From an optimization exercise on the open Yosys and OpenROAD flow, aimed at small area; shortcuts taken in it are not production practice. The RTL was checked by simulation tests, not by an equivalence proof against the original design. The clock port is modelled as an ideal driver, which makes a skipped or thinned clock tree look cheaper than it is; a real chip needs a root buffer or a tree. Power and IR drop assume default switching activity.

==> v29: inputs <==
==> flow/design.v <==
module UART_TX (
    input clk,
    input reset,
    input [7:0] data,
    input tx_en,
    output tx,
    output busy,
    output done
);
localparam [13:0] START = 14'd15191, LAST = 14'd8157, LAST_MASK = 14'd8149;
localparam [13:0] POL = 14'b01010101010101;
localparam [3:0] Q0 = 4'd8, Q9 = 4'd9;
reg fr, busy_r, txo, done_r, sel;
reg [13:0] cnt;
reg [3:0] q;
wire wrap = ((cnt ^ LAST ^ POL) & LAST_MASK) == 14'd0;
reg [3:0] q_inc;
always @(*) begin
    case (q)
        4'd8: q_inc = 4'd0;
        4'd0: q_inc = 4'd1;
        4'd1: q_inc = 4'd3;
        4'd3: q_inc = 4'd2;
        4'd2: q_inc = 4'd6;
        4'd6: q_inc = 4'd7;
        4'd7: q_inc = 4'd5;
        4'd5: q_inc = 4'd4;
        4'd4: q_inc = 4'd9;
        4'd9: q_inc = 4'd0;
        default: q_inc = 4'bxxxx;
    endcase
end
reg sel_n;
always @(*) begin
    case (q)
        4'd8: sel_n = 0;
        4'd0: sel_n = data[0];
        4'd1: sel_n = data[1];
        4'd3: sel_n = data[2];
        4'd2: sel_n = data[3];
        4'd6: sel_n = data[4];
        4'd7: sel_n = data[5];
        4'd5: sel_n = data[6];
        4'd4: sel_n = data[7];
        4'd9: sel_n = 1;
        default: sel_n = 1'bx;
    endcase
end
always @(posedge clk or posedge reset) begin
    if (reset) begin
        fr     <= 1'b0;
        busy_r <= 1'b0;
        txo    <= 1'b1;
        done_r <= 1'b0;
    end else begin
        fr     <= tx_en;
        busy_r <= fr;
        txo    <= ~fr | sel;
        done_r <= fr & (q == Q9);
    end
end
always @(posedge clk) begin
    cnt <= (~fr | wrap) ? START ^ POL : {~cnt[12:0], cnt[13] ^ cnt[12] ^ POL[0]};
    q   <= (tx_en & fr) ? (wrap ? q_inc : q) : Q0;
    sel <= sel_n;
end
assign tx   = txo;
assign busy = busy_r;
assign done = done_r;
endmodule
module UART_RX (
    input clk,
    input reset,
    input rx,
    output [7:0] data,
    output data_valid,
    output busy
);
localparam [13:0] SB = 14'd7529, S0 = 14'd7531, END = 14'd9252, END_MASK = 14'd6139;
localparam [13:0] POL = 14'b01010101010101;
localparam [3:0] IDLE = 4'd12,
           HALF = 4'd13,
           R0 = 4'd0,
           R1 = 4'd1,
           R2 = 4'd2,
           R3 = 4'd3,
           R4 = 4'd4,
           R5 = 4'd5,
           R6 = 4'd6,
           R7 = 4'd7,
           BIT8 = 4'd8,
           DONE = 4'd10,
           ERR = 4'd9;
reg [3:0] st;      
reg [13:0] cnt;
reg [7:0] sh;
wire ev = ((cnt ^ END ^ POL) & END_MASK) == 14'd0;
reg shift, busy_n;
always @(*) begin
    case (st)
        R0, R1, R2, R3, R4, R5, R6, R7: shift = 1'b1;
        default: shift = 1'b0;
    endcase
    case (st)
        R1, R2, R3, R4, R5, R6, R7: busy_n = 1'b1;
        default: busy_n = 1'b0;
    endcase
end
always @(posedge clk or posedge reset) begin
    if (reset)
        st <= IDLE;
    else begin
        case (st)
            IDLE: if (~rx) st <= HALF;
            HALF: if (ev) st <= R0;
            R0: if (ev) st <= R1;
            R1: if (ev) st <= R2;
            R2: if (ev) st <= R3;
            R3: if (ev) st <= R4;
            R4: if (ev) st <= R5;
            R5: if (ev) st <= R6;
            R6: if (ev) st <= R7;
            R7: if (ev) st <= BIT8;
            BIT8: if (ev) st <= rx ? DONE : ERR;
            default: ;
        endcase
    end
end
always @(posedge clk) begin
    if (st == IDLE)
        cnt <= S0 ^ POL;
    else if (ev)
        cnt <= SB ^ POL;
    else
        cnt <= {~cnt[12:0], cnt[13] ^ cnt[12] ^ POL[0]};
    if (ev && shift)
        sh <= {rx, sh[7:1]};
end
assign data       = sh;
assign data_valid = (st == DONE);
assign busy       = busy_n;
endmodule
module UART #(
    parameter WIDTH = 8
)(
    input clk,
    input reset,
    input rx,
    output tx,
    input [WIDTH-1:0] tx_data,
    input tx_en,
    output tx_busy,
    output tx_done,
    output [WIDTH-1:0] rx_data,
    output rx_data_valid,
    output rx_busy
);
UART_TX uart_tx (
    .clk(clk),
    .reset(reset),
    .data(tx_data),
    .tx_en(tx_en),
    .tx(tx),
    .busy(tx_busy),
    .done(tx_done)
);
UART_RX uart_rx (
    .clk(clk),
    .reset(reset),
    .rx(rx),
    .data(rx_data),
    .data_valid(rx_data_valid),
    .busy(rx_busy)
);
endmodule
==> flow/flow/run.sh <==
#!/bin/bash
# Layout flow: the standard flow (standard.sh) unchanged except for two
# arguments ORFS takes from the environment:
#  - the port buffers buffer_ports inserts are buf_1 cells;
#  - CTS inserts no dummy loads and builds the tree from clkbuf_4 cells.
# The full output of the flow goes to flow.log in the work folder; ORFS
# keeps each step's own log under orfs/logs/.
set -euo pipefail
export BUFFER_PORTS_ARGS="-buffer_cell sky130_fd_sc_hd__buf_1"
export CTS_ARGS="-sink_clustering_enable -repair_clock_nets -dont_use_dummy_load -buf_list sky130_fd_sc_hd__clkbuf_8"
bash standard.sh > flow.log 2>&1
==> flow/standard.sh <==
#!/bin/bash
# synth_recipe.tcl (not shown) runs the flow's synth.tcl, then flattens the netlist and writes it again
# the make line also repeats each setting of config.mk as NAME=value (left out here)
make -C /OpenROAD-flow-scripts/flow DESIGN_CONFIG=/design/flow/config.mk WORK_HOME=/design/flow/orfs CLKGATE_MAP_FILE= SYNTH_SCRIPT=/design/flow/synth_recipe.tcl "${@:-finish}"
==> flow/config.mk <==
export PLATFORM = sky130hd
export DESIGN_NAME = UART
export DESIGN_NICKNAME = UART
export VERILOG_FILES = /design/flow/design.v
export SDC_FILE = /design/flow/constraint.sdc
export NUM_CORES = 4
export LEC_CHECK = 0
export CAP_MARGIN = 20
export CORE_MARGIN = 2
export CORE_UTILIZATION = 40
export SLEW_MARGIN = 20
==> flow/constraint.sdc <==
create_clock -name core_clock -period 10.0 [get_ports {clk}]
set_input_delay 2.0000 -clock core_clock [delete_from_list [all_inputs] [get_ports {clk}]]
set_output_delay 2.0000 -clock core_clock [all_outputs]
set_load 0.01 [all_outputs]
==> v10 (differences from v29) <==
==> flow/run.sh (new file) <==
#!/bin/bash
# synth_recipe.tcl (not shown) runs the flow's synth.tcl, then flattens the netlist and writes it again
# the make line also repeats each setting of config.mk as NAME=value (left out here)
make -C /OpenROAD-flow-scripts/flow DESIGN_CONFIG=/design/flow/config.mk WORK_HOME=/design/flow/orfs CLKGATE_MAP_FILE= SYNTH_SCRIPT=/design/flow/synth_recipe.tcl finish
- CTS_BUF_LIST: not set -> sky130_fd_sc_hd__clkbuf_4
removed: flow/flow/run.sh
removed: flow/standard.sh
==> comparison <==
- Between v29 and v10, the lower maximum frequency is in v10 (gap about 12%, measured against v10).
- Between v29 and v10, the lower via count is in v10 (gap about 1.8%, measured against v10).
- Sequential power is about the same in v10 and v29.
- Against v29, the sequential share of layout area of v10 is lower by 4.4 points.
- Of v10 and v29, v29 has the higher global-route usage (gap 0.16 points).
- In sequential cell count, v29 and v10 do not differ.

==> 05-23: inputs <==
// UART: RTL as listed in full above, without the edits since
==> flow/config.mk <==
export PLATFORM = sky130hd
export DESIGN_NAME = UART
export DESIGN_NICKNAME = UART
export VERILOG_FILES = /design/flow/design.v
export SDC_FILE = /design/flow/constraint.sdc
export NUM_CORES = 4
export LEC_CHECK = 0
export CAP_MARGIN = 20
export CORE_MARGIN = 2
export CORE_UTILIZATION = 40
export SLEW_MARGIN = 20
==> flow/constraint.sdc <==
create_clock -name core_clock -period 10.0 [get_ports {clk}]
set_input_delay 2.0000 -clock core_clock [delete_from_list [all_inputs] [get_ports {clk}]]
set_output_delay 2.0000 -clock core_clock [all_outputs]
set_load 0.01 [all_outputs]
standard.sh (not shown) runs the stock make flow with config.mk's settings and CLKGATE_MAP_FILE= SYNTH_SCRIPT=/design/flow/synth_recipe.tcl, a recipe that flattens the netlist after the stock synthesis.
==> flow/flow/run.sh <==
#!/bin/bash
# Layout flow: the standard flow (standard.sh) unchanged except for
# settings ORFS takes from the environment:
#  - the port buffers that buffer_ports inserts are buf_1 cells;
#  - the clock tree is four clkbuf_4 cells that the clock port drives
#    directly, each driving the clock pins of the registers in one quarter
#    of the core (cts_hook.tcl, sourced by ORFS just before its CTS step,
#    replaces the H-tree TritonCTS would build).
# The full output of the flow goes to flow.log in the work folder; ORFS
# keeps each step's own log under orfs/logs/.
set -euo pipefail
export BUFFER_PORTS_ARGS="-buffer_cell sky130_fd_sc_hd__buf_1"
export PRE_CTS_TCL="$PWD/flow/cts_hook.tcl"
export CLK_GROUPS=4
export CLK_CELL=sky130_fd_sc_hd__clkbuf_4
bash standard.sh > flow.log 2>&1
==> flow/flow/cts_hook.tcl <==
# Sourced by ORFS's cts.tcl just before it calls clock_tree_synthesis.
# The design has under 50 registers, so instead of TritonCTS's H-tree
# (a root buffer and four leaf buffers) the clock port drives a few
# buffers directly, each driving the registers in one part of the core.
# CLK_GROUPS (1, 2 or 4) and CLK_CELL choose how many and which cell.
rename clock_tree_synthesis orfs_clock_tree_synthesis
proc clock_tree_synthesis { args } {
  set ngroups $::env(CLK_GROUPS)
  set cell $::env(CLK_CELL)
  set block [ord::get_db_block]
  set dbu [$block getDbUnitsPerMicron]
  set sinks {}
  foreach pin [get_pins -of_objects [get_nets clk] -filter "direction == input"] {
    set inst [[sta::sta_to_db_pin $pin] getInst]
    set box [$inst getBBox]
    set x [expr { ([$box xMin] + [$box xMax]) / 2.0 / $dbu }]
    set y [expr { ([$box yMin] + [$box yMax]) / 2.0 / $dbu }]
    lappend sinks [list $pin $x $y]
  }
  # split into groups: halves by x, then each half by y
  set groups [list $sinks]
  if { $ngroups >= 2 } {
    set s [lsort -real -index 1 $sinks]
    set h [expr { [llength $s] / 2 }]
    set groups [list [lrange $s 0 [expr { $h - 1 }]] [lrange $s $h end]]
  }
  if { $ngroups >= 4 } {
    set ng {}
    foreach g $groups {
      set s [lsort -real -index 2 $g]
      set h [expr { [llength $s] / 2 }]
      lappend ng [lrange $s 0 [expr { $h - 1 }]] [lrange $s $h end]
    }
    set groups $ng
  }
  set i 0
  foreach g $groups {
    set pins {}
    set sx 0.0
    set sy 0.0
    foreach e $g {
      lappend pins [lindex $e 0]
      set sx [expr { $sx + [lindex $e 1] }]
      set sy [expr { $sy + [lindex $e 2] }]
    }
    set n [llength $g]
    insert_buffer -buffer_cell $cell -net clk -load_pins $pins \
      -location [list [expr { $sx / $n }] [expr { $sy / $n }]] \
      -buffer_name clkbuf_leaf_$i -net_name clknet_leaf_$i
    incr i
  }
  set_propagated_clock [all_clocks]
}
==> 10-05: changes against 05-23 <==
==> flow/run.sh (new file) <==
#!/bin/bash
# synth_recipe.tcl (not shown) runs the flow's synth.tcl, then flattens the netlist and writes it again
# the make line also repeats each setting of config.mk as NAME=value (left out here)
make -C /OpenROAD-flow-scripts/flow DESIGN_CONFIG=/design/flow/config.mk WORK_HOME=/design/flow/orfs CLKGATE_MAP_FILE= SYNTH_SCRIPT=/design/flow/synth_recipe.tcl finish
Settings changed: CTS_CLUSTER_DIAMETER set to 200, CTS_CLUSTER_SIZE set to 25.
removed: flow/flow/run.sh
removed: flow/flow/cts_hook.tcl
removed: flow/standard.sh
==> 01-17: changes against 05-23 <==
==> flow/flow/run.sh (replaced) <==
#!/bin/bash
# Layout flow: the standard flow (standard.sh) unchanged except for two
# arguments ORFS takes from the environment:
#  - the port buffers buffer_ports inserts are buf_1 cells;
#  - CTS inserts no dummy loads and builds the tree from clkbuf_4 cells.
# The full output of the flow goes to flow.log in the work folder; ORFS
# keeps each step's own log under orfs/logs/.
set -euo pipefail
export BUFFER_PORTS_ARGS="-buffer_cell sky130_fd_sc_hd__buf_1"
export CTS_ARGS="-repair_clock_nets -dont_use_dummy_load -buf_list sky130_fd_sc_hd__clkbuf_16"
bash standard.sh > flow.log 2>&1
removed: flow/flow/cts_hook.tcl
==> 06-14: changes against 05-23 <==
==> flow/flow/run.sh (replaced) <==
#!/bin/bash
# Layout flow: the standard flow (standard.sh) unchanged except for two
# arguments ORFS takes from the environment:
#  - the port buffers buffer_ports inserts are buf_1 cells;
#  - CTS inserts no dummy loads and builds the tree from clkbuf_4 cells.
# The full output of the flow goes to flow.log in the work folder; ORFS
# keeps each step's own log under orfs/logs/.
set -euo pipefail
export BUFFER_PORTS_ARGS="-buffer_cell sky130_fd_sc_hd__buf_1"
export CTS_ARGS="-sink_clustering_enable -repair_clock_nets -dont_use_dummy_load -buf_list sky130_fd_sc_hd__clkbuf_8 -sink_clustering_size 30 -sink_clustering_max_diameter 1000"
bash standard.sh > flow.log 2>&1
removed: flow/flow/cts_hook.tcl
==> summary.txt <==
quantity                                                                    05-23                    06-14                    10-05                    01-17
Status                                                    complete, no violations  complete, no violations  complete, no violations  complete, no violations
Vias in the first global route                                              1,082                    1,095                    1,107                    1,098
Sequential group power                                                   0.207 mW                 0.207 mW                 0.207 mW                 0.208 mW
Net switching power                                                     0.0504 mW                0.0617 mW                0.0650 mW                0.0657 mW
DR WL met2                                                                1330 µm                  1330 µm                  1170 µm                  1340 µm
Vias/cell                                                                    5.19                     5.20                     5.01                     5.15
Static Leakage                                                           0.754 nW                 0.771 nW                 0.853 nW                 0.797 nW
Switching fraction of total power                                           18.1%                    19.6%                    18.6%                    18.1%
Share of cell area taken by multi-input logic gates                         31.1%                    30.5%                    27.8%                    29.6%
Routed length on met3                                                      172 µm                   181 µm                   182 µm                   144 µm
Area share of buffers outside the clock network                                 -                    4.68%                    11.4%                    4.55%
Pre-CTS setup slack                                                       6.93 ns                  6.93 ns                  6.60 ns                  6.93 ns
Routed wirelength normalized by instance count                            12.3 µm                  12.5 µm                  11.7 µm                  12.4 µm
Count of clock buffers in the final design                                      -                        5                        6                        5
Slew of the pin with the lowest slew margin                              0.624 ns                 0.625 ns                 0.617 ns                 0.625 ns
Gp weighted congestion                                                      0.764                    0.764                    0.846                    0.764
Routed length on met1                                                     1280 µm                  1310 µm                  1330 µm                  1320 µm
Logic power comb                                                       0.00842 mW               0.00843 mW                0.0114 mW               0.00841 mW
First-pass GRT wire length                                                4670 µm                  4770 µm                  4800 µm                  4730 µm
Final Instance Area                                                      1890 µm²                 1920 µm²                 2110 µm²                 1980 µm²
Violation count after the first detailed-route iteration                       99                       91                      103                       80
Number of vias in the routed layout                                         1,189                    1,197                    1,167                    1,184
The clock cells of 05-23 come from the design's own scripts or RTL, not from TritonCTS.

==> separate check: timing with driven ports <==
Ports are ideal in the flow. The routed layouts listed here were re-timed in OpenROAD.
Step 1, drivers: a clkbuf_16 drives clk and a buf_2 each remaining input, both assumed.
Step 2 also shifts input and output timing later by t, the mid clock arrival at the registers, as if the neighbouring blocks saw the same clock.
Slacks: ideal ports / drivers / drivers and shift; pairs: ideal ports / drivers.
run	t (ns)	setup slack, ns	hold WS [ns]	cell pins on the clock port's net
v29	0.312	6.628 / 6.603 / 6.915	0.368 / 0.368 / 0.368	1
v10	0.361	6.215 / 6.192 / 6.553	0.380 / 0.380 / 0.380	1
05-23	0.209	6.741 / 6.698 / 6.907	0.378 / 0.378 / 0.378	4
10-05	0.312	6.289 / 6.263 / 6.576	0.370 / 0.370 / 0.370	1
01-17	0.303	6.656 / 6.626 / 6.930	0.364 / 0.364 / 0.364	1
06-14	0.312	6.628 / 6.603 / 6.915	0.368 / 0.368 / 0.368	1
After both steps setup and hold are still met in every run listed.
